This design comes from an exercise in tuning for a short achievable clock period and few clock cycles on the open sky130 flow, not from production work.
Function was checked by simulation only, so behaviour that the tests miss may differ from the original.
Power figures rest on the tool's default switching activity, not on a simulated workload.

**design.v**
```verilog
`timescale 1ns / 1ps
module pp_add #(parameter W = 32) (
    input logic [W-1:0] a,
    input logic [W-1:0] b,
    input logic cin,
    output logic [W-1:0] s
    );
    logic [W-1:0] p0, g [0:5], p [0:5];
    logic [W:0] c;
    assign p0 = a ^ b;
    assign g[0] = a & b;
    assign p[0] = p0;
    genvar l, i;
    generate
        for (l = 0; l < 5; l++) begin : lvl
            for (i = 0; i < W; i++) begin : bit_
                if (i >= (1 << l)) begin : op
                    assign g[l+1][i] = g[l][i] | (p[l][i] & g[l][i-(1<<l)]);
                    assign p[l+1][i] = p[l][i] & p[l][i-(1<<l)];
                end else begin : pass
                    assign g[l+1][i] = g[l][i];
                    assign p[l+1][i] = p[l][i];
                end
            end
        end
    endgenerate
    assign c[0] = cin;
    generate
        for (i = 1; i <= W; i++) begin : cy
            assign c[i] = g[5][i-1] | (p[5][i-1] & cin);
        end
    endgenerate
    assign s = p0 ^ c[W-1:0];
endmodule
module pp_cmp (
    input logic [31:0] a,
    input logic [31:0] b,
    output logic ltu,
    output logic lt,
    output logic eq
    );
    logic [31:0] l [0:5], e [0:5];
    assign l[0] = ~a & b;
    assign e[0] = ~(a ^ b);
    genvar k, i;
    generate
        for (k = 0; k < 5; k++) begin : lvl
            for (i = 0; i < (32 >> (k+1)); i++) begin : pr
                assign l[k+1][i] = l[k][2*i+1] | (e[k][2*i+1] & l[k][2*i]);
                assign e[k+1][i] = e[k][2*i+1] & e[k][2*i];
            end
        end
    endgenerate
    assign ltu = l[5][0];
    assign eq = e[5][0];
    assign lt = (a[31] ^ b[31]) ? a[31] : ltu;
endmodule
module alu(
    input logic [31:0] a0, b0,
    input logic [31:0] a1, b1,
    input logic [31:0] asl,
    input logic [4:0]  sl,
    input logic [31:0] asr,
    input logic [4:0]  sr,
    input logic        sra,
    input logic [31:0] al, bl,
    input logic [4:0]  lsel,
    output logic [31:0] y
    );
    logic [31:0] r_add, r_sub, r_sll, r_sr, r_log;
    logic lt, ltu, eq;
    assign r_add = a0 + b0;
    assign r_sub = a1 - b1;
    assign r_sll = asl << sl;
    assign r_sr  = $signed({sra & asr[31], asr}) >>> sr;
    pp_cmp cmp_i(.a(al), .b(bl), .ltu(ltu), .lt(lt), .eq(eq));
    assign r_log = ({32{lsel[0]}} & {31'd0, lt}) |
                   ({32{lsel[1]}} & {31'd0, ltu}) |
                   ({32{lsel[2]}} & (al ^ bl)) |
                   ({32{lsel[3]}} & (al | bl)) |
                   ({32{lsel[4]}} & (al & bl));
    assign y = r_add | r_sub | r_sll | r_sr | r_log;
endmodule
`timescale 1ns / 1ps
module branch_controller(
    input logic [31:0] a,
    input logic [31:0] b,
    input logic [31:0] t,
    output logic ok
    );
    logic [31:0] x;
    logic [31:1] k;
    assign x = a ^ b ^ t;
    assign k[1] = x[1] == (a[0] & b[0]);
    genvar i;
    generate
        for (i = 2; i < 32; i++) begin : bits
            assign k[i] = x[i] == ((a[i-1] & b[i-1]) | ((a[i-1] | b[i-1]) & x[i-1]));
        end
    endgenerate
    assign ok = &k;
endmodule
`timescale 1ns / 1ps
module control_unit(
    input logic [31:0] rf1, rf2, wb_data,
    input logic byp1, byp2,               
    input logic pre,                      
    input logic pre_u,                    
    input logic lui,
    input logic op_reg, op_store,
    input logic [31:0] pc, pc4, imm_u, imm_s, imm_i,
    input logic [4:0] en_a, en_b,         
    input logic en_c1, en_c2,
    output logic [31:0] d_a0, d_b0, d_a1, d_b1, d_asl, d_asr, d_al, d_bl, d_c1, d_c2,
    output logic [4:0] d_sl, d_sr
    );
    logic [31:0] rv1, rv2, a_in, b_in;
    assign rv1 = byp1 ? wb_data : rf1;
    assign rv2 = byp2 ? wb_data : rf2;
    always_comb begin
        if (pre) begin
            if (pre_u) begin
                a_in = lui ? 32'd0 : pc;
                b_in = imm_u;
            end else begin
                a_in = pc4;
                b_in = 32'd0;
            end
        end else begin
            a_in = rv1;
            if (op_reg) b_in = rv2;
            else if (op_store) b_in = imm_s;
            else b_in = imm_i;
        end
    end
    assign d_a0  = en_a[0] ? a_in : 32'd0;
    assign d_a1  = en_a[1] ? a_in : 32'd0;
    assign d_asl = en_a[2] ? a_in : 32'd0;
    assign d_asr = en_a[3] ? a_in : 32'd0;
    assign d_al  = en_a[4] ? a_in : 32'd0;
    assign d_b0  = en_b[0] ? b_in : 32'd0;
    assign d_b1  = en_b[1] ? b_in : 32'd0;
    assign d_sl  = en_b[2] ? b_in[4:0] : 5'd0;
    assign d_sr  = en_b[3] ? b_in[4:0] : 5'd0;
    assign d_bl  = en_b[4] ? b_in : 32'd0;
    assign d_c1  = en_c1 ? rv1 : 32'd0;
    assign d_c2  = en_c2 ? rv2 : 32'd0;
endmodule
`timescale 1ns / 1ps
module imm_gen(
    input logic [31:0] inst,
    output logic [31:0] imm_i,
    output logic [31:0] imm_s,
    output logic [31:0] imm_b,
    output logic [31:0] imm_u,
    output logic [31:0] imm_j
    );
    assign imm_i = {{20{inst[31]}}, inst[31:20]};
    assign imm_s = {{20{inst[31]}}, inst[31:25], inst[11:7]};
    assign imm_b = {{19{inst[31]}}, inst[31], inst[7], inst[30:25], inst[11:8], 1'b0};
    assign imm_u = {inst[31:12], 12'b0};
    assign imm_j = {{11{inst[31]}}, inst[31], inst[19:12], inst[20], inst[30:21], 1'b0};
endmodule
`timescale 1ns / 1ps
module reg_file(
    input logic clk,
    input logic reset_n,
    input logic reg_write,
    input logic [4:0] raddr1,
    input logic [4:0] raddr2,
    input logic [4:0] waddr,
    input logic [31:0] wdata,
    output logic [31:0] rdata1,
    output logic [31:0] rdata2
    );
    logic [31:0] x [1:31];
    always_ff @(posedge clk, negedge reset_n) begin
        if (!reset_n) begin
            for (int i = 1; i < 32; i++)
                x[i] <= 32'd0;
        end else if (reg_write && waddr != 5'd0)
            x[waddr] <= wdata;
    end
    always_comb begin
        rdata1 = (raddr1 == 5'd0) ? 32'd0 : x[raddr1];
        rdata2 = (raddr2 == 5'd0) ? 32'd0 : x[raddr2];
    end
endmodule
`timescale 1ns / 1ps
module program_counter(
    input logic [31:0] pc,
    output logic [31:0] pc4
    );
    assign pc4 = pc + 32'd4;
endmodule
`timescale 1ns / 1ps
module alignment_unit(
    input logic [31:0] word,
    input logic [1:0] addr,
    input logic [2:0] funct3,
    output logic [31:0] data
    );
    logic [31:0] sh;
    logic [7:0] b;
    logic [15:0] h;
    assign sh = word >> {addr, 3'b000};
    assign b = sh[7:0];
    assign h = sh[15:0];
    always_comb begin
        case (funct3[1:0])
            2'b00: data = {{24{b[7] & ~funct3[2]}}, b};
            2'b01: data = {{16{h[15] & ~funct3[2]}}, h};
            default: data = word;
        endcase
    end
endmodule
`timescale 1ns / 1ps
module data_mem(
    input logic store,
    input logic [1:0] addr,
    input logic [2:0] funct3,
    input logic [31:0] rs2,
    output logic [3:0] wstrb,
    output logic [31:0] wdata
    );
    always_comb begin
        case (funct3[1:0])
            2'b00: begin
                wstrb = 4'b0001 << addr;
                wdata = {4{rs2[7:0]}};
            end
            2'b01: begin
                wstrb = addr[1] ? 4'b1100 : 4'b0011;
                wdata = {2{rs2[15:0]}};
            end
            default: begin
                wstrb = 4'b1111;
                wdata = rs2;
            end
        endcase
        if (!store) wstrb = 4'b0000;
    end
endmodule
`timescale 1ns / 1ps
module data_path_pl(
    input logic clk,
    input logic reset_n,
    output logic [31:0] imem_addr,
    input logic [31:0] imem_rdata,
    output logic [31:0] dmem_addr,
    output logic [31:0] dmem_wdata,
    output logic [3:0] dmem_wstrb,
    input logic [31:0] dmem_rdata
    );
    localparam BHT_BITS = 6;    
    localparam BTB_BITS = 6;    
    localparam TGT_LO = 14;     
    logic [31:0] pc;
    logic        e_wr, e_load, e_store, e_br, e_jal, e_jalr, e_went;
    logic [5:0]  e_bsel;    
    logic        r_redirect, e_kill;
    assign e_kill = r_redirect;
    logic        k_wr, k_load, k_store, k_br, k_jal, k_jalr;
    assign k_wr    = e_wr    & ~e_kill;
    assign k_load  = e_load  & ~e_kill;
    assign k_store = e_store & ~e_kill;
    assign k_br    = e_br    & ~e_kill;
    assign k_jal   = e_jal   & ~e_kill;
    assign k_jalr  = e_jalr  & ~e_kill;
    logic [4:0]  e_rd;
    logic [2:0]  e_f3;
    logic [11:0] e_imm;
    logic [4:1]  e_off_lo;    
    logic [19:11] e_off_hi;   
    logic [TGT_LO-1:1] e_tl;
    logic [31:0] e_pc, e_c1, e_c2;
    logic [31:2] e_pc4;
    logic [31:0] e_a0, e_b0, e_a1, e_b1, e_asl, e_asr, e_al, e_bl;
    logic [31:0] x_a0, x_b0, x_a1, x_b1, x_asl, x_asr, x_al, x_bl;
    logic [4:0]  e_sl, e_sr, x_sl, x_sr, e_lsel;
    logic [31:0] x_c1, x_c2;
    logic        m_wr, m_load;
    logic [4:0]  m_rd;
    logic [2:0]  m_f3;
    logic [31:0] m_res, m_wdata;
    logic [3:0]  m_wstrb;
    logic [31:0] inst;
    assign imem_addr = pc;
    assign inst = imem_rdata;
    logic [4:0] rs1, rs2, rd;
    logic [2:0] f3;
    assign rd  = inst[11:7];
    assign f3  = inst[14:12];
    assign rs1 = inst[19:15];
    assign rs2 = inst[24:20];
    logic op_jal, op_jalr, op_br, op_load, op_store, op_reg, pre, op_sub;
    assign pre      =  inst[2];                           
    assign op_jal   =  inst[2] & ~inst[4] &  inst[3];
    assign op_jalr  =  inst[2] & ~inst[4] & ~inst[3];
    assign op_br    = ~inst[2] &  inst[6];
    assign op_load  = ~inst[2] & ~inst[6] & ~inst[4] & ~inst[5];
    assign op_store = ~inst[2] & ~inst[6] & ~inst[4] &  inst[5];
    assign op_reg   = ~inst[2] &  inst[4] &  inst[5];
    assign op_sub   = op_reg & inst[30] & (f3 == 3'b000);
    logic use1, use2, f_wr;
    assign use1 = ~inst[2] | ~inst[4] & ~inst[3];         
    assign use2 = op_br | op_store | op_reg;
    assign f_wr = ~(~inst[2] & inst[5] & ~inst[4]) & (rd != 5'd0);  
    logic [31:0] imm_i, imm_s, imm_b, imm_u, imm_j;
    imm_gen imm_gen_inst(
        .inst(inst), .imm_i(imm_i), .imm_s(imm_s), .imm_b(imm_b), .imm_u(imm_u), .imm_j(imm_j)
    );
    logic [31:0] rf1, rf2, wb_data;
    reg_file reg_file_inst(
        .clk(clk), .reset_n(reset_n),
        .reg_write(m_wr), .waddr(m_rd), .wdata(wb_data),
        .raddr1(rs1), .raddr2(rs2),
        .rdata1(rf1), .rdata2(rf2)
    );
    logic hit1, hit2, stall;
    assign hit1 = k_wr && (e_rd == rs1);
    assign hit2 = k_wr && (e_rd == rs2);
    assign stall = k_load && ((use1 && hit1) || (use2 && hit2));
    logic ha, hb;
    assign ha = hit1 & ~pre;        
    assign hb = hit2 & op_reg;      
    logic [(1<<BHT_BITS)-1:0] bht;
    logic [TGT_LO-1:1] btb [0:(1<<BTB_BITS)-1];
    logic [(1<<BTB_BITS)-1:0] btb_val;
    logic [BTB_BITS-1:0] f_bidx;
    logic [TGT_LO-1:1] f_tl;
    logic [31:0] pc4, f_tgt;
    logic tk, go;
    assign f_bidx = pc[BTB_BITS+1:2];
    assign f_tl = btb[f_bidx];
    assign f_tgt = {pc[31:TGT_LO], f_tl, 1'b0};
    assign tk = op_jal | op_jalr | (op_br & (inst[31] ^ bht[pc[BHT_BITS+1:2]]));
    assign go = tk & btb_val[f_bidx];
    assign pc4 = pc + 32'd4;
    logic [31:0] c1, c2, alu_y, e_imm_x, e_off_x, e_tgt;
    assign c1 = e_c1 | x_c1;
    assign c2 = e_c2 | x_c2;
    assign e_imm_x = {{20{e_imm[11]}}, e_imm};
    assign e_off_x = {{12{e_imm[11]}}, e_off_hi, e_imm[10:5], e_off_lo, 1'b0};
    assign e_tgt = {e_pc[31:TGT_LO], e_tl, 1'b0};       
    alu alu_inst(
        .a0(e_a0 | x_a0), .b0(e_b0 | x_b0),
        .a1(e_a1 | x_a1), .b1(e_b1 | x_b1),
        .asl(e_asl | x_asl), .sl(e_sl | x_sl),
        .asr(e_asr | x_asr), .sr(e_sr | x_sr), .sra(e_imm[10]),
        .al(e_al | x_al), .bl(e_bl | x_bl), .lsel(e_lsel),
        .y(alu_y)
    );
    logic eq, lt, ltu, taken;
    pp_cmp br_cmp(.a(c1), .b(c2), .ltu(ltu), .lt(lt), .eq(eq));
    assign taken = |(e_bsel & {~ltu, ltu, ~lt, lt, ~eq, eq});
    logic [31:0] pc_target, jalr_target;
    logic pc_ok, jalr_ok, redirect;
    assign pc_target = e_pc + e_off_x;                    
    assign jalr_target = (c1 + e_imm_x) & ~32'd1;
    branch_controller pc_chk(.a(e_pc), .b(e_off_x), .t(e_tgt), .ok(pc_ok));
    branch_controller jalr_chk(.a(c1), .b(e_imm_x), .t(e_tgt), .ok(jalr_ok));
    logic jump_miss;
    logic [31:0] redirect_pc;
    assign jump_miss = (k_jal & ~(e_went & pc_ok)) | (k_jalr & ~(e_went & jalr_ok));
    assign redirect = jump_miss | (k_br & (taken ? ~(e_went & pc_ok) : e_went));
    assign redirect_pc = e_jalr ? jalr_target : (e_br & ~taken) ? {e_pc4, e_pc[1:0]} : pc_target;
    logic [31:0] r_target;
    always_ff @(posedge clk, negedge reset_n) begin
        if (!reset_n) r_redirect <= 1'b0;
        else r_redirect <= redirect;
    end
    always_ff @(posedge clk) begin
        r_target <= redirect_pc;
    end
    logic [BHT_BITS-1:0] e_idx;
    assign e_idx = e_pc[BHT_BITS+1:2];
    logic u_bht, u_btb, u_bit;
    logic [BHT_BITS-1:0] u_idx;
    logic [TGT_LO-1:1] u_tl;
    always_ff @(posedge clk, negedge reset_n) begin
        if (!reset_n) begin
            u_bht <= 1'b0;
            u_btb <= 1'b0;
        end else begin
            u_bht <= k_br;
            u_btb <= k_jal | k_jalr | (k_br & taken);
        end
    end
    always_ff @(posedge clk) begin
        u_idx <= e_idx;
        u_bit <= taken ^ e_imm[11];
        u_tl  <= e_jalr ? jalr_target[TGT_LO-1:1] : pc_target[TGT_LO-1:1];
    end
    always_ff @(posedge clk, negedge reset_n) begin
        if (!reset_n) begin
            bht <= '0;
            btb_val <= '0;
        end else begin
            if (u_bht) bht[u_idx] <= u_bit;
            if (u_btb) btb_val[u_idx[BTB_BITS-1:0]] <= 1'b1;
        end
    end
    always_ff @(posedge clk) begin
        if (u_btb) btb[u_idx[BTB_BITS-1:0]] <= u_tl;
    end
    logic [3:0] st_strb;
    logic [31:0] st_data;
    data_mem data_mem_inst(
        .store(k_store), .addr(alu_y[1:0]), .funct3(e_f3), .rs2(c2),
        .wstrb(st_strb), .wdata(st_data)
    );
    assign dmem_addr = m_res;
    assign dmem_wdata = m_wdata;
    assign dmem_wstrb = m_wstrb;
    logic [31:0] ld_data;
    alignment_unit alignment_unit_inst(
        .word(dmem_rdata), .addr(m_res[1:0]), .funct3(m_f3), .data(ld_data)
    );
    assign wb_data = m_load ? ld_data : m_res;
    logic [31:0] next_pc;
    always_comb begin
        if (r_redirect) next_pc = r_target;
        else if (stall) next_pc = pc;
        else if (go) next_pc = f_tgt;
        else next_pc = pc4;
    end
    always_ff @(posedge clk, negedge reset_n) begin
        if (!reset_n) pc <= 32'd0;
        else pc <= next_pc;
    end
    logic issue;
    assign issue = ~stall & ~r_redirect;
    logic alu_op, g_add, g_sub, g_sll, g_sr, g_log;
    logic [4:0] lsel;
    assign alu_op = ~inst[2] & inst[4];                   
    assign g_sub = op_sub;
    assign g_sll = alu_op & (f3 == 3'b001);
    assign g_sr  = alu_op & (f3 == 3'b101);
    assign g_log = alu_op & (f3 != 3'b000) & (f3 != 3'b001) & (f3 != 3'b101);
    assign g_add = ~alu_op | (f3 == 3'b000) & ~op_sub;
    assign lsel = {f3 == 3'b111, f3 == 3'b110, f3 == 3'b100, f3 == 3'b011, f3 == 3'b010};
    logic [31:0] d_a0, d_b0, d_a1, d_b1, d_asl, d_asr, d_al, d_bl, d_c1, d_c2;
    logic [4:0] d_sl, d_sr;
    control_unit opsel(
        .rf1(rf1), .rf2(rf2), .wb_data(wb_data),
        .byp1(m_wr && m_rd == rs1), .byp2(m_wr && m_rd == rs2),
        .pre(pre), .pre_u(inst[4]), .lui(inst[5]), .op_reg(op_reg), .op_store(op_store),
        .pc(pc), .pc4(pc4), .imm_u(imm_u), .imm_s(imm_s), .imm_i(imm_i),
        .en_a({g_log & ~ha, g_sr & ~ha, g_sll & ~ha, g_sub & ~ha, g_add & ~ha}),
        .en_b({g_log & ~hb, g_sr & ~hb, g_sll & ~hb, g_sub & ~hb, g_add & ~hb}),
        .en_c1(~hit1), .en_c2(~hit2),
        .d_a0(d_a0), .d_b0(d_b0), .d_a1(d_a1), .d_b1(d_b1), .d_asl(d_asl), .d_asr(d_asr),
        .d_al(d_al), .d_bl(d_bl), .d_c1(d_c1), .d_c2(d_c2), .d_sl(d_sl), .d_sr(d_sr)
    );
    always_ff @(posedge clk, negedge reset_n) begin
        if (!reset_n) begin
            e_wr <= 1'b0; e_load <= 1'b0; e_store <= 1'b0; e_br <= 1'b0;
            e_jal <= 1'b0; e_jalr <= 1'b0; e_went <= 1'b0;
            e_bsel <= 6'd0;
        end else begin
            e_wr    <= issue & f_wr;
            e_load  <= issue & op_load;
            e_store <= issue & op_store;
            e_br    <= issue & op_br;
            e_jal   <= issue & op_jal;
            e_jalr  <= issue & op_jalr;
            e_went  <= go;
            e_bsel  <= {f3 == 3'b111, f3 == 3'b110, f3 == 3'b101, f3 == 3'b100, f3 == 3'b001, f3 == 3'b000};
        end
    end
    always_ff @(posedge clk) begin
        e_rd   <= rd;
        e_f3   <= f3;
        e_imm  <= inst[31:20];
        e_off_lo <= inst[3] ? inst[24:21] : inst[11:8];                       
        e_off_hi <= inst[3] ? {inst[19:12], inst[20]} : {{8{inst[31]}}, inst[7]};
        e_tl   <= f_tl;
        e_pc   <= pc;
        e_pc4  <= pc4[31:2];
        e_c1   <= d_c1;
        e_c2   <= d_c2;
        x_c1   <= hit1 ? alu_y : 32'd0;
        x_c2   <= hit2 ? alu_y : 32'd0;
        e_a0   <= d_a0;
        x_a0   <= (g_add &  ha) ? alu_y : 32'd0;
        e_b0   <= d_b0;
        x_b0   <= (g_add &  hb) ? alu_y : 32'd0;
        e_a1   <= d_a1;
        x_a1   <= (g_sub &  ha) ? alu_y : 32'd0;
        e_b1   <= d_b1;
        x_b1   <= (g_sub &  hb) ? alu_y : 32'd0;
        e_asl  <= d_asl;
        x_asl  <= (g_sll &  ha) ? alu_y : 32'd0;
        e_sl   <= d_sl;
        x_sl   <= (g_sll &  hb) ? alu_y[4:0] : 5'd0;
        e_asr  <= d_asr;
        x_asr  <= (g_sr &  ha) ? alu_y : 32'd0;
        e_sr   <= d_sr;
        x_sr   <= (g_sr &  hb) ? alu_y[4:0] : 5'd0;
        e_al   <= d_al;
        x_al   <= (g_log &  ha) ? alu_y : 32'd0;
        e_bl   <= d_bl;
        x_bl   <= (g_log &  hb) ? alu_y : 32'd0;
        e_lsel <= lsel;
    end
    always_ff @(posedge clk, negedge reset_n) begin
        if (!reset_n) begin
            m_wr <= 1'b0; m_load <= 1'b0; m_wstrb <= 4'd0;
        end else begin
            m_wr    <= k_wr;
            m_load  <= k_load;
            m_wstrb <= st_strb;
        end
    end
    always_ff @(posedge clk) begin
        m_rd    <= e_rd;
        m_f3    <= e_f3;
        m_res   <= alu_y;
        m_wdata <= st_data;
    end
endmodule
`timescale 1ns / 1ps
module rv32i_top(
    input logic clk,
    input logic reset_n,
    output logic [31:0] imem_addr,
    input logic [31:0] imem_rdata,
    output logic [31:0] dmem_addr,
    output logic [31:0] dmem_wdata,
    output logic [3:0] dmem_wstrb,
    input logic [31:0] dmem_rdata
    );
    data_path_pl dp(
        .clk(clk),
        .reset_n(reset_n),
        .imem_addr(imem_addr),
        .imem_rdata(imem_rdata),
        .dmem_addr(dmem_addr),
        .dmem_wdata(dmem_wdata),
        .dmem_wstrb(dmem_wstrb),
        .dmem_rdata(dmem_rdata)
    );
endmodule
```
**run.sh**
```bash
#!/bin/bash
# synth_recipe.tcl (not shown) runs the flow's synth.tcl, then flattens the netlist and writes it again
# the make line also repeats each setting of config.mk as NAME=value (left out here)
make -C /OpenROAD-flow-scripts/flow DESIGN_CONFIG=/design/flow/config.mk WORK_HOME=/design/flow/orfs CLKGATE_MAP_FILE= SYNTH_SCRIPT=/design/flow/synth_recipe.tcl finish
```
**config.mk**
```make
export PLATFORM = sky130hd
export DESIGN_NAME = rv32i_top
export DESIGN_NICKNAME = rv32i_top
export VERILOG_FILES = /design/flow/design.v
export SDC_FILE = /design/flow/constraint.sdc
export NUM_CORES = 4
export LEC_CHECK = 0
export CAP_MARGIN = 20
export CORE_MARGIN = 2
export CORE_UTILIZATION = 40
export PLACE_DENSITY = 0.55
export SETUP_SLACK_MARGIN = 5
export SLEW_MARGIN = 20
export SYNTH_HIERARCHICAL = 1
```
**constraint.sdc**
```tcl
create_clock -name core_clock -period 8.0 [get_ports {clk}]
set_input_delay 1.6000 -clock core_clock [delete_from_list [all_inputs] [get_ports {clk}]]
set_output_delay 1.6000 -clock core_clock [all_outputs]
set_load 0.01 [all_outputs]
```
==> results of run 1 <==
==> per-stage QoR <==
| stage | cell area, um^2 | util, % |
|---|---|---|
| after floorplan | 144000 | - |
| after global placement | 149000 | 42.2 |
| after detailed placement | 149000 | 42.3 |
| after CTS | 183000 | 51.9 |
| after global routing | 190000 | 54.0 |
| final | 190000 | 54.0 |
==> critical path, cell delays in order (launching register included) <==
cell	delay, ns
dfxtp_2	0.34
or2_4	0.25
ha_1	0.28
and4_4	0.21
and3_4	0.19
a211o_1	0.30
a2bb2oi_4	0.26
nand4b_1	0.21
a221oi_2	0.28
nand4b_1	0.31
or3_4	0.47
buf_12	0.17
buf_8	0.14
nand2_8	0.08
nor2_1	0.04
==> final timing paths <==
check	from	end	slack [ns]	cells past startpoint
setup / recovery	dp.e_bl[12]	dp.x_asl[0]	4.29	14
hold / removal	dp.e_f3[2]	dp.m_f3[2]	0.33	0
setup reg to reg	dp.e_bl[12]	dp.x_asl[0]	4.29	14
hold reg to reg	dp.e_f3[2]	dp.m_f3[2]	0.33	0
max in group asynchronous	reset_n	dp.reg_file_inst.x[12][14]	5.50	3
min in group asynchronous	reset_n	dp.bht[28]	0.74	1
==> area by class of cell <==
class	instances	area, um^2	share of cell area, %
antenna	89	223	0.117
clock buffer	456	9220	4.85
clock inverter	136	1420	0.746
inverter	318	1250	0.659
multi-input combinational	7977	75600	39.7
sequential	2903	72600	38.1
tap	4730	5920	3.11
timing repair buffer	1859	24100	12.7
timing repair inverter	2	15.0	0.00789
==> repair_timing <==
action | 4_1_cts | 5_1_grt
resized for setup | 2839 | 950
setup endpoints to repair | 1942 | 1589
hold endpoints to repair | 0 | 0
setup buffers | 953 | 276
pin swaps | 521 | 496
gates cloned | 167 | 33
==> per-layer routing <==
metal | GRT usage (%) | share of wire (%) | wire, um
met4 | 34.0 | 11 | 84400
met1 | 46.0 | 34 | 254000
met2 | 54.4 | 39 | 292000
met3 | 19.4 | 15 | 109000
met5 | 3.10 | 0.37 | 2740
==> state kept, by name (all words and copies together) (netlist names), 64 cells and up <==
name,flops
dp.reg_file_inst.x,992
dp.bht,64
dp.btb,832
dp.btb_val,64
==> power by group <==
group | leakage, nW | internal, mW | switching (mW)
Combinational | 41.1 | 11.8 | 14.2
Clock | 5.22 | 8.68 | 6.61
Sequential | 29.9 | 19.4 | 3.62
Total | 76.2 | 39.9 | 24.5
==> out/results.tsv, run 1 <==
metric	value	unit
Die Wd	598	um
layout check fault list	slew limit	
DR iter-0 viols	21600	
worst path arrival time	4.54	ns
Hold Buf Count CTS	0	
antenna violations before repair	80	
core area	0.352	mm^2
Max Clock Skew	0.121	ns
layout cell share with drive strength beyond 1	43.7	%
nature of the critical path startpoint	flop	
kind of critical path	reg2reg	
Fillers	28800	
std cell rows	218	
worst endpoint required time	8.83	ns
total of max-cap violations	0	
pin count of the biggest net entering global routing	168	
Post-Syn Area	0.141	mm^2
Remaining Overflow, GRT	0	
vias	125000	
first-pass GRT wire length	983000	um
Num CTS Buffers	326	
DR WL/cell	40.2	um
die height	598	um
status	finished with violations	
final WL	743000	um
antenna viol nets, final	0	
Avg Inst Size Synth	11.6	um^2
Overall Global Routing Usage	39.8	%
hold_ws	0.332	ns
Synth Instances	12200	
num ports	166	
DRC	0	
Non-Filler Instances	18500	
RSZ-0062 raised after global routing	true	
post-detail-place hpwl	406000	um
Pre-Repair DR Iteration Count	20	
commonest non-fill, non-tap cell in the layout	nand3_1	
Relative slew margins	-13.3	%
Slew Limit Fails	56	
fin crit share	46.3	%
vias in the first global route	118000	
worst vdd ir	0.000235	V
root buf cell	clkbuf_16	
final setup fails	0	
Final WS setup	4.29	ns
Final Hold Vio Count	0	
number of port buffers	163	
Nets	13800	
yosys warns	15	
post-DR vias/cell	6.76	
Initial Utilization	40.1	%
clock sink count	2903	
pre-CTS WS	1.91	ns
gpl congestion	1.02	
worst hold path class	reg2reg	
Max Fclk	0.270	GHz
worst-path fanout max	3	
most frequent cells in the layout	nand3_1 (1210), dfrtp_1 (1141), mux2_2 (865), edfxtp_1 (832), dfxtp_1 (815)	
Bufs on Longest Clock Path	4	
H-tree levels	5	
TritonCTS clock tree	yes	
Reg clk slew, reported paths	0.06	ns
Layout area overhead	34.7	%
Min Clock Period, post-route	3.71	ns
Setup TNS	0	ns
placed insts	16400	
Pwr Total	64.3	mW
Worst-Skew Late Latency	1.03	ns
crit end category	flop	
Worst-Margin Slew	1.70	ns
PD cells	338	mW/mm^2
full die area	0.358	mm^2
LEAKAGE	76.2	nW
Testbench counts, summed over its fixed seeds: cycles 18,203.
==> run 2: changes to the inputs <==
--- a/design.v
+++ b/design.v
@@ -65,7 +65,8 @@
     input logic        sra,
     input logic [31:0] al, bl,
     input logic [4:0]  lsel,
-    output logic [31:0] y
+    output logic [31:0] y_as,             
+    output logic [31:0] y_o               
     );
     logic [31:0] r_add, r_sub, r_sll, r_sr, r_log;
     logic lt, ltu, eq;
@@ -79,7 +80,8 @@
                    ({32{lsel[2]}} & (al ^ bl)) |
                    ({32{lsel[3]}} & (al | bl)) |
                    ({32{lsel[4]}} & (al & bl));
-    assign y = r_add | r_sub | r_sll | r_sr | r_log;
+    assign y_as = r_add | r_sub;
+    assign y_o  = r_sll | r_sr | r_log;
 endmodule
 `timescale 1ns / 1ps
 module branch_controller(
@@ -279,10 +281,12 @@
     logic [31:0] x_a0, x_b0, x_a1, x_b1, x_asl, x_asr, x_al, x_bl;
     logic [4:0]  e_sl, e_sr, x_sl, x_sr, e_lsel;
     logic [31:0] x_c1, x_c2;
+    logic [31:0] o_a0, o_b0, o_a1, o_b1, o_asl, o_asr, o_al, o_bl, o_c1, o_c2;
+    logic [4:0]  o_sl, o_sr;
     logic        m_wr, m_load;
     logic [4:0]  m_rd;
     logic [2:0]  m_f3;
-    logic [31:0] m_res, m_wdata;
+    logic [31:0] m_res, m_reso, m_wdata;    
     logic [3:0]  m_wstrb;
     logic [31:0] inst;
     assign imem_addr = pc;
@@ -337,19 +341,19 @@
     assign tk = op_jal | op_jalr | (op_br & (inst[31] ^ bht[pc[BHT_BITS+1:2]]));
     assign go = tk & btb_val[f_bidx];
     assign pc4 = pc + 32'd4;
-    logic [31:0] c1, c2, alu_y, e_imm_x, e_off_x, e_tgt;
-    assign c1 = e_c1 | x_c1;
-    assign c2 = e_c2 | x_c2;
+    logic [31:0] c1, c2, y_as, y_o, e_imm_x, e_off_x, e_tgt;
+    assign c1 = e_c1 | x_c1 | o_c1;
+    assign c2 = e_c2 | x_c2 | o_c2;
     assign e_imm_x = {{20{e_imm[11]}}, e_imm};
     assign e_off_x = {{12{e_imm[11]}}, e_off_hi, e_imm[10:5], e_off_lo, 1'b0};
     assign e_tgt = {e_pc[31:TGT_LO], e_tl, 1'b0};       
     alu alu_inst(
-        .a0(e_a0 | x_a0), .b0(e_b0 | x_b0),
-        .a1(e_a1 | x_a1), .b1(e_b1 | x_b1),
-        .asl(e_asl | x_asl), .sl(e_sl | x_sl),
-        .asr(e_asr | x_asr), .sr(e_sr | x_sr), .sra(e_imm[10]),
-        .al(e_al | x_al), .bl(e_bl | x_bl), .lsel(e_lsel),
-        .y(alu_y)
+        .a0(e_a0 | x_a0 | o_a0), .b0(e_b0 | x_b0 | o_b0),
+        .a1(e_a1 | x_a1 | o_a1), .b1(e_b1 | x_b1 | o_b1),
+        .asl(e_asl | x_asl | o_asl), .sl(e_sl | x_sl | o_sl),
+        .asr(e_asr | x_asr | o_asr), .sr(e_sr | x_sr | o_sr), .sra(e_imm[10]),
+        .al(e_al | x_al | o_al), .bl(e_bl | x_bl | o_bl), .lsel(e_lsel),
+        .y_as(y_as), .y_o(y_o)
     );
     logic eq, lt, ltu, taken;
     pp_cmp br_cmp(.a(c1), .b(c2), .ltu(ltu), .lt(lt), .eq(eq));
@@ -361,23 +365,27 @@
     branch_controller pc_chk(.a(e_pc), .b(e_off_x), .t(e_tgt), .ok(pc_ok));
     branch_controller jalr_chk(.a(c1), .b(e_imm_x), .t(e_tgt), .ok(jalr_ok));
     logic jump_miss;
-    logic [31:0] redirect_pc;
     assign jump_miss = (k_jal & ~(e_went & pc_ok)) | (k_jalr & ~(e_went & jalr_ok));
     assign redirect = jump_miss | (k_br & (taken ? ~(e_went & pc_ok) : e_went));
-    assign redirect_pc = e_jalr ? jalr_target : (e_br & ~taken) ? {e_pc4, e_pc[1:0]} : pc_target;
-    logic [31:0] r_target;
+    logic [31:0] r_tt, r_target;
+    logic [31:2] r_tn;
+    logic r_tk;
+    assign r_target = r_tk ? r_tt : {r_tn, 2'b00};
     always_ff @(posedge clk, negedge reset_n) begin
         if (!reset_n) r_redirect <= 1'b0;
         else r_redirect <= redirect;
     end
     always_ff @(posedge clk) begin
-        r_target <= redirect_pc;
+        r_tt <= e_jalr ? jalr_target : pc_target;
+        r_tn <= e_pc4;
+        r_tk <= ~e_br | taken;
     end
     logic [BHT_BITS-1:0] e_idx;
     assign e_idx = e_pc[BHT_BITS+1:2];
     logic u_bht, u_btb, u_bit;
     logic [BHT_BITS-1:0] u_idx;
     logic [TGT_LO-1:1] u_tl;
+    assign u_tl = r_tt[TGT_LO-1:1];
     always_ff @(posedge clk, negedge reset_n) begin
         if (!reset_n) begin
             u_bht <= 1'b0;
@@ -390,7 +398,6 @@
     always_ff @(posedge clk) begin
         u_idx <= e_idx;
         u_bit <= taken ^ e_imm[11];
-        u_tl  <= e_jalr ? jalr_target[TGT_LO-1:1] : pc_target[TGT_LO-1:1];
     end
     always_ff @(posedge clk, negedge reset_n) begin
         if (!reset_n) begin
@@ -407,7 +414,7 @@
     logic [3:0] st_strb;
     logic [31:0] st_data;
     data_mem data_mem_inst(
-        .store(k_store), .addr(alu_y[1:0]), .funct3(e_f3), .rs2(c2),
+        .store(k_store), .addr(y_as[1:0]), .funct3(e_f3), .rs2(c2),
         .wstrb(st_strb), .wdata(st_data)
     );
     assign dmem_addr = m_res;
@@ -417,7 +424,7 @@
     alignment_unit alignment_unit_inst(
         .word(dmem_rdata), .addr(m_res[1:0]), .funct3(m_f3), .data(ld_data)
     );
-    assign wb_data = m_load ? ld_data : m_res;
+    assign wb_data = m_load ? ld_data : (m_res | m_reso);
     logic [31:0] next_pc;
     always_comb begin
         if (r_redirect) next_pc = r_target;
@@ -480,28 +487,40 @@
         e_pc4  <= pc4[31:2];
         e_c1   <= d_c1;
         e_c2   <= d_c2;
-        x_c1   <= hit1 ? alu_y : 32'd0;
-        x_c2   <= hit2 ? alu_y : 32'd0;
+        x_c1   <= hit1 ? y_as : 32'd0;
+        o_c1   <= hit1 ? y_o : 32'd0;
+        x_c2   <= hit2 ? y_as : 32'd0;
+        o_c2   <= hit2 ? y_o : 32'd0;
         e_a0   <= d_a0;
-        x_a0   <= (g_add &  ha) ? alu_y : 32'd0;
+        x_a0   <= (g_add &  ha) ? y_as : 32'd0;
+        o_a0   <= (g_add &  ha) ? y_o : 32'd0;
         e_b0   <= d_b0;
-        x_b0   <= (g_add &  hb) ? alu_y : 32'd0;
+        x_b0   <= (g_add &  hb) ? y_as : 32'd0;
+        o_b0   <= (g_add &  hb) ? y_o : 32'd0;
         e_a1   <= d_a1;
-        x_a1   <= (g_sub &  ha) ? alu_y : 32'd0;
+        x_a1   <= (g_sub &  ha) ? y_as : 32'd0;
+        o_a1   <= (g_sub &  ha) ? y_o : 32'd0;
         e_b1   <= d_b1;
-        x_b1   <= (g_sub &  hb) ? alu_y : 32'd0;
+        x_b1   <= (g_sub &  hb) ? y_as : 32'd0;
+        o_b1   <= (g_sub &  hb) ? y_o : 32'd0;
         e_asl  <= d_asl;
-        x_asl  <= (g_sll &  ha) ? alu_y : 32'd0;
+        x_asl  <= (g_sll &  ha) ? y_as : 32'd0;
+        o_asl  <= (g_sll &  ha) ? y_o : 32'd0;
         e_sl   <= d_sl;
-        x_sl   <= (g_sll &  hb) ? alu_y[4:0] : 5'd0;
+        x_sl   <= (g_sll &  hb) ? y_as[4:0] : 5'd0;
+        o_sl   <= (g_sll &  hb) ? y_o[4:0] : 5'd0;
         e_asr  <= d_asr;
-        x_asr  <= (g_sr &  ha) ? alu_y : 32'd0;
+        x_asr  <= (g_sr &  ha) ? y_as : 32'd0;
+        o_asr  <= (g_sr &  ha) ? y_o : 32'd0;
         e_sr   <= d_sr;
-        x_sr   <= (g_sr &  hb) ? alu_y[4:0] : 5'd0;
+        x_sr   <= (g_sr &  hb) ? y_as[4:0] : 5'd0;
+        o_sr   <= (g_sr &  hb) ? y_o[4:0] : 5'd0;
         e_al   <= d_al;
-        x_al   <= (g_log &  ha) ? alu_y : 32'd0;
+        x_al   <= (g_log &  ha) ? y_as : 32'd0;
+        o_al   <= (g_log &  ha) ? y_o : 32'd0;
         e_bl   <= d_bl;
-        x_bl   <= (g_log &  hb) ? alu_y : 32'd0;
+        x_bl   <= (g_log &  hb) ? y_as : 32'd0;
+        o_bl   <= (g_log &  hb) ? y_o : 32'd0;
         e_lsel <= lsel;
     end
     always_ff @(posedge clk, negedge reset_n) begin
@@ -516,7 +535,8 @@
     always_ff @(posedge clk) begin
         m_rd    <= e_rd;
         m_f3    <= e_f3;
-        m_res   <= alu_y;
+        m_res   <= y_as;
+        m_reso  <= y_o;
         m_wdata <= st_data;
     end
 endmodule
--- a/config.mk
+++ b/config.mk
@@ -7,8 +7,8 @@
 export LEC_CHECK = 0
 export CAP_MARGIN = 20
 export CORE_MARGIN = 2
-export CORE_UTILIZATION = 40
-export PLACE_DENSITY = 0.55
-export SETUP_SLACK_MARGIN = 5
+export CORE_UTILIZATION = 45
+export PLACE_DENSITY = 0.6
+export SETUP_SLACK_MARGIN = 4.5
 export SLEW_MARGIN = 20
 export SYNTH_HIERARCHICAL = 1
==> out/results.tsv, run 2 <==
metric	value	unit	change
gpl congestion	0.985		-3.6%
Synth Instances	13000		+6.9%
max reg flops	992		unchanged
Remaining Overflow, GRT	0		unchanged
die height	583	um	-2.6%
Nets	13700		-0.76%
Flop pwr share	39.1	%	+3.4 points
Pre-Repair DR Iteration Count	10		-50%
Setup TNS	0	ns	unchanged
multi-input logic area	0.0688	mm^2	-9.0%
worst hold path class	reg2reg		
RSZ-0062 raised after global routing	true		
DR iter-0 viols	19300		-11%
number of port buffers	163		unchanged
Largest Register	dp.reg_file_inst.x		
crit end category	flop		
Max Fclk	0.272	GHz	+0.68%
TritonCTS clock tree	yes		
yosys warns	15		unchanged
LEAKAGE	69.8	nW	-8.4%
pin count of the biggest net entering global routing	177		+5.4%
first-pass GRT wire length	902000	um	-8.2%
DR WL/cell	36.8	um	-8.5%
nature of the critical path startpoint	input port		
core area	0.333	mm^2	-5.3%
std cell rows	212		-2.8%
post-detail-place hpwl	407000	um	+0.11%
Num CTS Buffers	348		+6.7%
status	finished clean		
Final Hold Vio Count	0		unchanged
final WL	664000	um	-11%
combinational share of power	34.2	%	-6.3 points
Min Clock Period, post-route	3.68	ns	-0.0250 ns
post-DR vias/cell	6.76		about the same
num ports	166		unchanged
root buf cell	clkbuf_16		
Storage cell area	0.0801	mm^2	+10%
antenna violations before repair	97		+21%
worst path arrival time	4.54	ns	about the same
DRC	0		unchanged
kind of critical path	in2reg		
H-tree levels	5		unchanged
total of max-cap violations	0		unchanged
Int Power	39.8	mW	-0.13%
full die area	0.340	mm^2	-5.1%
Bufs on Longest Clock Path	4		unchanged
vias in the first global route	115000		-1.9%
Relative slew margins	12.4	%	+26 points
Avg Inst Size Synth	11.6	um^2	-0.21%
worst-path fanout max	36		+33
clock share of power	26.6	%	+2.8 points
hold_ws	0.320	ns	-0.0121 ns
Worst-Skew Late Latency	1.03	ns	about the same
Post-Syn Area	0.151	mm^2	+6.7%
vias	122000		-2.2%
Worst-Margin Slew	1.31	ns	-0.385 ns
antenna viol nets, final	0		unchanged
Final Cell Area	0.179	mm^2	-5.9%
fin crit share	46.0	%	-0.31 points
Max Clock Skew	0.0821	ns	-0.0391 ns
Post-DP Area	0.157	mm^2	+5.4%
layout cell share with drive strength beyond 1	26.6	%	-17 points
Slew Limit Fails	0		-100%
worst vdd ir	0.000226	V	-4.2%
Switching Fraction	36.9	%	-1.1 points
PD cells	353	mW/mm^2	+4.3%
Reg clk slew, reported paths	0.06	ns	about the same
final setup fails	0		unchanged
Overall Global Routing Usage	37.5	%	-2.3 points
Die Wd	583	um	-2.6%
Fillers	27900		-3.1%
worst endpoint required time	8.86	ns	+0.03 ns
commonest non-fill, non-tap cell in the layout	nand3_1		
Layout area overhead	18.8	%	
Hold Buf Count CTS	0		unchanged
clock sink count	3283		+13%
Initial Utilization	45.2	%	+5.1 points
Psw	23.3	mW	-4.7%
most frequent cells in the layout	nand3_1 (1300), dfxtp_1 (1246), dfrtp_1 (1141), mux2_2 (1055), edfxtp_1 (832)		
-- run 2: power by group through the flow --
stage	clock network, mW	registers, mW	logic (mW)
floorplan	0	23.7	11.1
finish	16.8	24.7	21.6
global route	17.5	25.0	22.3
global placement	0	24.9	17.6
detailed placement	0	25.0	17.9
CTS	16.8	24.5	20.2
-- run 2: worst paths after layout --
path	start	cells past startpoint	slack [ns]	end
hold reg to reg	dp.e_pc4[16]	0	0.32	dp.r_tn[16]
max in group asynchronous	reset_n	3	5.41	dp.reg_file_inst.x[9][31]
setup / recovery	imem_rdata[20]	11	4.32	dp.e_bl[16]
min in group asynchronous	reset_n	1	0.49	dp.m_wstrb[1]
setup reg to reg	dp.pc[2]	13	4.33	dp.pc[28]
hold / removal	dp.e_pc4[16]	0	0.32	dp.r_tn[16]
-- run 2: timing repair --
item                                     CTS  global route
gates resized for setup                  849           386
pin swaps                                113           129
endpoints found under the setup margin  1222           743
setup buffers                            240           126
cloned                                    51            16
-- run 2: stage by stage --
stage | util, % | setup WS, ns | total power, mW | instances
after global routing | 53.7 | 4.35 | 64.9 | 18000
after CTS | 52.6 | 4.23 | 61.6 | 17800
after global placement | 47.0 | 1.55 | 42.5 | 16900
after detailed placement | 47.0 | 1.50 | 42.9 | 16900
final | 53.7 | 4.32 | 63.1 | 18100
after floorplan | - | 4.44 | 34.8 | 13000
-- run 2: critical path, cell delays in order --
cell	delay, ns
buf_16	0.15
and3b_4	0.42
buf_16	0.26
and2_2	0.29
buf_4	0.29
a32oi_1	0.09
and4_1	0.28
a31oi_4	0.35
mux2i_1	0.14
buf_4	0.22
o221ai_1	0.30
-- run 2: cell type report --
type,instances,share of cell area [%]
Timing Repair Buffer,989,6.38
Inverter,355,0.756
Clock inverter,151,1.00
Antenna cell,90,0.126
Tap cell,4387,3.07
Multi-Input combinational cell,8306,38.4
Sequential cell,3283,44.7
Timing Repair inverter,2,0.00839
Clock buffer,489,5.55
-- run 2: metal layers --
| layer | track usage (%) | wire, um | vias up |
|---|---|---|---|
| li1 | - | - | 48600 |
| met1 | 47.4 | 243000 | 61100 |
| met2 | 53.1 | 273000 | 9486 |
| met3 | 13.3 | 87700 | 2891 |
| met4 | 27.0 | 59700 | 35 |
| met5 | 0.255 | 645 | - |
Testbench counts of run 2, summed over its fixed seeds: cycles 18,203.

## port drivers added, routing unchanged
In the flow no input, the clock included, has a driving cell. The finished layouts below were timed again as built, in two steps. Step 1: set_driving_cell puts a clkbuf_16 on clk and a buf_2 on each other input, an assumption about the parent block. Step 2, shift: input delay + t, output delay - t, t = (earliest + latest rising clock arrival at the registers) / 2. This alone moves slack from input paths to output paths. Three values: ideal ports, drivers, drivers and shift; two values: the first two.
| run | shift t [ns] | setup WS [ns] | worst setup path after step 2 | worst register clock-pin slew, ns |
|---|---|---|---|---|
| run 1 | 1.061 | 4.292 / 4.013 / 2.952 | input to register | 0.07 / 0.07 |
| run 2 | 1.085 | 4.317 / 4.058 / 2.973 | input to register | 0.07 / 0.07 |
The setup slack of run 2, which loses most, moves by -0.259 ns with the drivers and by -1.344 ns with both steps.
